Context: an optimization exercise on an open-source flow, tuned for small area. The choices shown serve that exercise and are no tape-out recipe. RTL that was checked went through simulation tests only; none was proved equivalent to the original.

==> inputs of job 6608 <==
==> flow/design.v <==
module gshare_inv (input a, output y);
    assign y = ~a;
endmodule
module gshare_nand2 (input a, b, output y);
    assign y = ~(a & b);
endmodule
module gshare_nand3 (input a, b, c, output y);
    assign y = ~(a & b & c);
endmodule
module gshare_nor2 (input a, b, output y);
    assign y = ~(a | b);
endmodule
module gshare_and3 (input a, b, c, output y);
    assign y = a & b & c;
endmodule
module gshare_xor2 (input a, b, output y);
    assign y = a ^ b;
endmodule
module gshare_ao22 (input a0, b0, a1, b1, output y);
    assign y = (a0 & b0) | (a1 & b1);
endmodule
module gshare_aoi222 (input a0, b0, a1, b1, a2, b2, output y);
    assign y = ~((a0 & b0) | (a1 & b1) | (a2 & b2));
endmodule
module gshare_entry (
    input  dir, stg,
    input  row_kn, row_w,
    input  wd_dir, wd_stg,
    output dir_nx, stg_nx
);
    gshare_ao22 ud (dir, row_kn, row_w, wd_dir, dir_nx);
    gshare_ao22 us (stg, row_kn, row_w, wd_stg, stg_nx);
endmodule
module gshare_sel8 (
    input  [7:0] sel,
    input  [7:0] d,
    output q
);
    wire [3:0] n;
    gshare_aoi222 u0 (sel[0], d[0], sel[1], d[1], sel[2], d[2], n[0]);
    gshare_aoi222 u1 (sel[3], d[3], sel[4], d[4], sel[5], d[5], n[1]);
    gshare_nand2  u2 (sel[6], d[6], n[2]);
    gshare_nand2  u3 (sel[7], d[7], n[3]);
    assign q = ~&n;
endmodule
module gshare_sel16 (
    input  [15:0] sel,
    input  [15:0] d,
    output q
);
    wire [5:0] n;
    gshare_aoi222 u0 (sel[0],  d[0],  sel[1],  d[1],  sel[2],  d[2],  n[0]);
    gshare_aoi222 u1 (sel[3],  d[3],  sel[4],  d[4],  sel[5],  d[5],  n[1]);
    gshare_aoi222 u2 (sel[6],  d[6],  sel[7],  d[7],  sel[8],  d[8],  n[2]);
    gshare_aoi222 u3 (sel[9],  d[9],  sel[10], d[10], sel[11], d[11], n[3]);
    gshare_aoi222 u4 (sel[12], d[12], sel[13], d[13], sel[14], d[14], n[4]);
    gshare_nand2  u5 (sel[15], d[15], n[5]);
    assign q = ~&n;
endmodule
module gshare_dec16 (
    input  [3:0]  x,
    input         en,
    output [15:0] q
);
    wire [3:0] xn;
    wire [3:0] hn, ln;
    genvar i;
    generate
        for (i = 0; i < 4; i = i + 1) begin : b
            gshare_inv ui (x[i], xn[i]);
        end
        for (i = 0; i < 4; i = i + 1) begin : p
            gshare_nand3 uh (en, i[1] ? x[3] : xn[3], i[0] ? x[2] : xn[2], hn[i]);
            gshare_nand2 ul (i[1] ? x[1] : xn[1], i[0] ? x[0] : xn[0], ln[i]);
        end
        for (i = 0; i < 16; i = i + 1) begin : o
            gshare_nor2 uo (hn[i / 4], ln[i % 4], q[i]);
        end
    endgenerate
endmodule
module gshare_dec8 (
    input  [2:0] x,
    output [7:0] q
);
    wire [2:0] xn;
    genvar i;
    generate
        for (i = 0; i < 3; i = i + 1) begin : b
            gshare_inv ui (x[i], xn[i]);
        end
        for (i = 0; i < 8; i = i + 1) begin : o
            gshare_and3 uo (i[2] ? x[2] : xn[2], i[1] ? x[1] : xn[1], i[0] ? x[0] : xn[0], q[i]);
        end
    endgenerate
endmodule
module gshare(
    input clk,
    input areset,
    input  predict_valid,
    input  [6:0] predict_pc,
    output predict_taken,
    output logic [6:0] predict_history,
    input train_valid,
    input train_taken,
    input train_mispredicted,
    input [6:0] train_history,
    input [6:0] train_pc
);
logic [127:0] dir;
logic [127:0] stg;
logic run;
always_ff @(posedge clk or posedge areset) begin
    if (areset)
        run <= 1'b0;
    else
        run <= 1'b1;
end
wire clr;
gshare_inv u_clr (run, clr);
genvar g;
wire [6:0] tidx, pidx;
generate
    for (g = 0; g < 7; g = g + 1) begin : ix
        gshare_xor2 ut (train_pc[g], train_history[g], tidx[g]);
        gshare_xor2 up (predict_pc[g], predict_history[g], pidx[g]);
    end
endgenerate
wire [15:0] row_p;
wire [7:0]  col_p;
gshare_dec16 dec_rp (.x(pidx[6:3]), .en(run), .q(row_p));
gshare_dec8  dec_cp (.x(pidx[2:0]), .q(col_p));
wire [7:0] p_col;
generate
    for (g = 0; g < 8; g = g + 1) begin : prd
        wire [15:0] cd;
        for (genvar r = 0; r < 16; r = r + 1) begin : rb
            assign cd[r] = dir[r*8 + g];
        end
        gshare_sel16 u (.sel(row_p), .d(cd), .q(p_col[g]));
    end
endgenerate
gshare_sel8 p_sel (.sel(col_p), .d(p_col), .q(predict_taken));
wire sel_m = train_valid & train_mispredicted;
wire sel_p = ~sel_m & predict_valid;
wire sel_h = ~sel_m & ~predict_valid;
wire [6:0] hist_nx_n, hist_nx;
generate
    for (g = 0; g < 7; g = g + 1) begin : hst
        gshare_aoi222 u (
            sel_m, (g == 0) ? train_taken : train_history[g-1],
            sel_p, (g == 0) ? predict_taken : predict_history[g-1],
            sel_h, predict_history[g],
            hist_nx_n[g]);
        gshare_inv ui (hist_nx_n[g], hist_nx[g]);
    end
endgenerate
always_ff @(posedge clk or posedge areset) begin
    if (areset)
        predict_history <= 7'b0;
    else
        predict_history <= hist_nx;
end
wire [15:0] row_w;
wire [7:0]  col_w;
gshare_dec16 dec_rw (.x(tidx[6:3]), .en(train_valid), .q(row_w));
gshare_dec8  dec_cw (.x(tidx[2:0]), .q(col_w));
wire [7:0] rd_dir, rd_stg;
generate
    for (g = 0; g < 8; g = g + 1) begin : rrow
        wire [15:0] cd, cs;
        for (genvar r = 0; r < 16; r = r + 1) begin : rb
            assign cd[r] = dir[r*8 + g];
            assign cs[r] = stg[r*8 + g];
        end
        gshare_sel16 ud (.sel(row_w), .d(cd), .q(rd_dir[g]));
        gshare_sel16 us (.sel(row_w), .d(cs), .q(rd_stg[g]));
    end
endgenerate
wire r_dir, r_stg;
gshare_sel8 sd (.sel(col_w), .d(rd_dir), .q(r_dir));
gshare_sel8 ss (.sel(col_w), .d(rd_stg), .q(r_stg));
wire t_dir = r_dir & run;
wire t_stg = r_stg & run;
wire n_dir = train_taken ? (t_dir | ~t_stg) : (t_dir & t_stg);
wire n_stg = ~(train_taken ^ t_dir);
wire [7:0]  col_k;
wire [7:0]  wd_dir, wd_stg;
wire [15:0] row_kn;
generate
    for (g = 0; g < 8; g = g + 1) begin : wd
        gshare_nor2 uk (col_w[g], clr, col_k[g]);
        gshare_ao22 ud (col_w[g], n_dir, col_k[g], rd_dir[g], wd_dir[g]);
        gshare_ao22 us (col_w[g], n_stg, col_k[g], rd_stg[g], wd_stg[g]);
    end
    for (g = 0; g < 16; g = g + 1) begin : rk
        gshare_nor2 uk (row_w[g], clr, row_kn[g]);
    end
endgenerate
wire [127:0] dir_nx, stg_nx;
generate
    for (g = 0; g < 128; g = g + 1) begin : ent
        gshare_entry u (
            .dir(dir[g]), .stg(stg[g]),
            .row_kn(row_kn[g/8]), .row_w(row_w[g/8]),
            .wd_dir(wd_dir[g%8]), .wd_stg(wd_stg[g%8]),
            .dir_nx(dir_nx[g]), .stg_nx(stg_nx[g]));
    end
endgenerate
always_ff @(posedge clk) begin
    dir <= dir_nx;
    stg <= stg_nx;
end
endmodule
==> flow/run.sh <==
#!/bin/bash
# synth_recipe.tcl (not shown) runs the flow's synth.tcl, then flattens the netlist and writes it again
# the make line also repeats each setting of config.mk as NAME=value (left out here)
make -C /OpenROAD-flow-scripts/flow DESIGN_CONFIG=/design/flow/config.mk WORK_HOME=/design/flow/orfs CLKGATE_MAP_FILE= SYNTH_SCRIPT=/design/flow/synth_recipe.tcl finish
==> flow/config.mk <==
export PLATFORM = sky130hd
export DESIGN_NAME = gshare
export DESIGN_NICKNAME = gshare
export VERILOG_FILES = /design/flow/design.v
export SDC_FILE = /design/flow/constraint.sdc
export NUM_CORES = 4
export LEC_CHECK = 0
export CAP_MARGIN = 20
export CORE_MARGIN = 2
export CORE_UTILIZATION = 50
export CTS_BUF_LIST = sky130_fd_sc_hd__clkbuf_8 sky130_fd_sc_hd__clkbuf_16
export CTS_CLUSTER_DIAMETER = 70
export CTS_CLUSTER_SIZE = 24
export SLEW_MARGIN = 20
export SYNTH_HIERARCHICAL = 1
==> flow/constraint.sdc <==
create_clock -name core_clock -period 8.0 [get_ports {clk}]
set_input_delay 1.6000 -clock core_clock [delete_from_list [all_inputs] [get_ports {clk}]]
set_output_delay 1.6000 -clock core_clock [all_outputs]
set_load 0.01 [all_outputs]
==> job 926 (differences from job 6608) <==
==> flow/design.v (replaced) <==
module gshare_aoi222 (input a0, b0, a1, b1, a2, b2, output y);
    assign y = ~((a0 & b0) | (a1 & b1) | (a2 & b2));
endmodule
module gshare_nand2 (input a, b, output y);
    assign y = ~(a & b);
endmodule
module gshare_entry (
    input  dir, stg,
    input  row_kn, row_w,
    input  wd_dir, wd_stg,
    output dir_nx, stg_nx
);
    assign dir_nx = (dir & row_kn) | (row_w & wd_dir);
    assign stg_nx = (stg & row_kn) | (row_w & wd_stg);
endmodule
module gshare_sel8 (
    input  [7:0] sel,
    input  [7:0] d,
    output q
);
    wire [3:0] n;
    gshare_aoi222 u0 (sel[0], d[0], sel[1], d[1], sel[2], d[2], n[0]);
    gshare_aoi222 u1 (sel[3], d[3], sel[4], d[4], sel[5], d[5], n[1]);
    gshare_nand2  u2 (sel[6], d[6], n[2]);
    gshare_nand2  u3 (sel[7], d[7], n[3]);
    assign q = ~&n;
endmodule
module gshare_sel16 (
    input  [15:0] sel,
    input  [15:0] d,
    output q
);
    wire [5:0] n;
    gshare_aoi222 u0 (sel[0],  d[0],  sel[1],  d[1],  sel[2],  d[2],  n[0]);
    gshare_aoi222 u1 (sel[3],  d[3],  sel[4],  d[4],  sel[5],  d[5],  n[1]);
    gshare_aoi222 u2 (sel[6],  d[6],  sel[7],  d[7],  sel[8],  d[8],  n[2]);
    gshare_aoi222 u3 (sel[9],  d[9],  sel[10], d[10], sel[11], d[11], n[3]);
    gshare_aoi222 u4 (sel[12], d[12], sel[13], d[13], sel[14], d[14], n[4]);
    gshare_nand2  u5 (sel[15], d[15], n[5]);
    assign q = ~&n;
endmodule
module gshare(
    input clk,
    input areset,
    input  predict_valid,
    input  [6:0] predict_pc,
    output predict_taken,
    output logic [6:0] predict_history,
    input train_valid,
    input train_taken,
    input train_mispredicted,
    input [6:0] train_history,
    input [6:0] train_pc
);
logic [127:0] dir;
logic [127:0] stg;
logic run;
always_ff @(posedge clk or posedge areset) begin
    if (areset)
        run <= 1'b0;
    else
        run <= 1'b1;
end
wire [6:0] tidx = train_pc ^ train_history;
wire [6:0] pidx = predict_history ^ predict_pc;
wire [15:0] row_p = run ? (16'd1 << pidx[6:3]) : 16'd0;
wire [7:0]  col_p = 8'd1 << pidx[2:0];
wire [7:0] p_col;
genvar g;
generate
    for (g = 0; g < 8; g = g + 1) begin : prd
        wire [15:0] cd;
        for (genvar r = 0; r < 16; r = r + 1) begin : rb
            assign cd[r] = dir[r*8 + g];
        end
        gshare_sel16 u (.sel(row_p), .d(cd), .q(p_col[g]));
    end
endgenerate
wire p_dir;
gshare_sel8 p_sel (.sel(col_p), .d(p_col), .q(p_dir));
assign predict_taken = p_dir;
always_ff @(posedge clk or posedge areset) begin
    if (areset)
        predict_history <= 7'b0;
    else if (train_valid & train_mispredicted)
        predict_history <= {train_history[5:0], train_taken};
    else if (predict_valid)
        predict_history <= {predict_history[5:0], predict_taken};
end
wire [15:0] row_w = train_valid ? (16'd1 << tidx[6:3]) : 16'd0;
wire [15:0] row_r = row_w & {16{run}};
wire [7:0]  col_t = 8'd1 << tidx[2:0];
wire [7:0] old_dir, old_stg;
generate
    for (g = 0; g < 8; g = g + 1) begin : rrow
        wire [15:0] cd, cs;
        for (genvar r = 0; r < 16; r = r + 1) begin : rb
            assign cd[r] = dir[r*8 + g];
            assign cs[r] = stg[r*8 + g];
        end
        gshare_sel16 ud (.sel(row_r), .d(cd), .q(old_dir[g]));
        gshare_sel16 us (.sel(row_r), .d(cs), .q(old_stg[g]));
    end
endgenerate
wire t_dir, t_stg;
gshare_sel8 sd (.sel(col_t), .d(old_dir), .q(t_dir));
gshare_sel8 ss (.sel(col_t), .d(old_stg), .q(t_stg));
wire n_dir = train_taken ? (t_dir | ~t_stg) : (t_dir & t_stg);
wire n_stg = ~(train_taken ^ t_dir);
wire [7:0] wd_dir = (col_t & {8{n_dir}}) | (~col_t & old_dir);
wire [7:0] wd_stg = (col_t & {8{n_stg}}) | (~col_t & old_stg);
wire [15:0] row_kn = ~row_w & {16{run}};
wire [127:0] dir_nx, stg_nx;
generate
    for (g = 0; g < 128; g = g + 1) begin : ent
        gshare_entry u (
            .dir(dir[g]), .stg(stg[g]),
            .row_kn(row_kn[g/8]), .row_w(row_w[g/8]),
            .wd_dir(wd_dir[g%8]), .wd_stg(wd_stg[g%8]),
            .dir_nx(dir_nx[g]), .stg_nx(stg_nx[g]));
    end
endgenerate
always_ff @(posedge clk) begin
    dir <= dir_nx;
    stg <= stg_nx;
end
endmodule
==> flow/config.mk (replaced) <==
export PLATFORM = sky130hd
export DESIGN_NAME = gshare
export DESIGN_NICKNAME = gshare
export VERILOG_FILES = /design/flow/design.v
export SDC_FILE = /design/flow/constraint.sdc
export NUM_CORES = 4
export LEC_CHECK = 0
export CAP_MARGIN = 20
export CORE_MARGIN = 2
export CORE_UTILIZATION = 40
export CTS_BUF_LIST = sky130_fd_sc_hd__clkbuf_2 sky130_fd_sc_hd__clkbuf_4 sky130_fd_sc_hd__clkbuf_8
export SLEW_MARGIN = 20
export SYNTH_HIERARCHICAL = 1
==> comparison <==
Of job 6608 and job 926, job 926 has the higher routed wire length (gap about 8%, measured against job 926). In job 6608 the final area is lower than in job 926, by about 6%. Against job 926, the die area of job 6608 is smaller by about 22%. In job 6608 the clock skew is lower than in job 926, by 2.1 ps. Between job 6608 and job 926, the lower cell count is in job 6608 (gap about 10%, measured against job 926).
Only the layout flow was run in job 926; the RTL was not checked for function there.

[port drivers added, routing unchanged]
The flow's constraints put no driver on any port. The routed layouts listed below were extracted and timed again, unchanged, in two steps. Step 1 assumes that a clkbuf_16 drives the clock port and a buf_2 every other input. Step 2 adds t to the input delays and takes it off the output delays; t is the mean of the earliest and latest rising clock arrival at the registers after step 1. Input paths then give back, and output paths get back, about the clock's delay inside the block. a / b / c = no drivers / after step 1 / after step 2; a / b = the first two.
| run | t, ns | setup slack, ns | hold WS [ns] | worst setup path after step 2 | latest minus earliest clock arrival (ns) |
|---|---|---|---|---|---|
| job 6608 | 0.548 | 1.705 / 1.673 / 1.608 | 0.494 / 0.494 / 0.494 | input to register | 0.016 / 0.017 |
| job 926 | 0.611 | 1.886 / 1.854 / 1.854 | 0.483 / 0.483 / 0.483 | input to output | 0.019 / 0.019 |
After both steps setup and hold are still met in every run listed. The setup slack of job 6608, which loses most, moves by -0.032 ns with the drivers and by -0.097 ns with both steps.
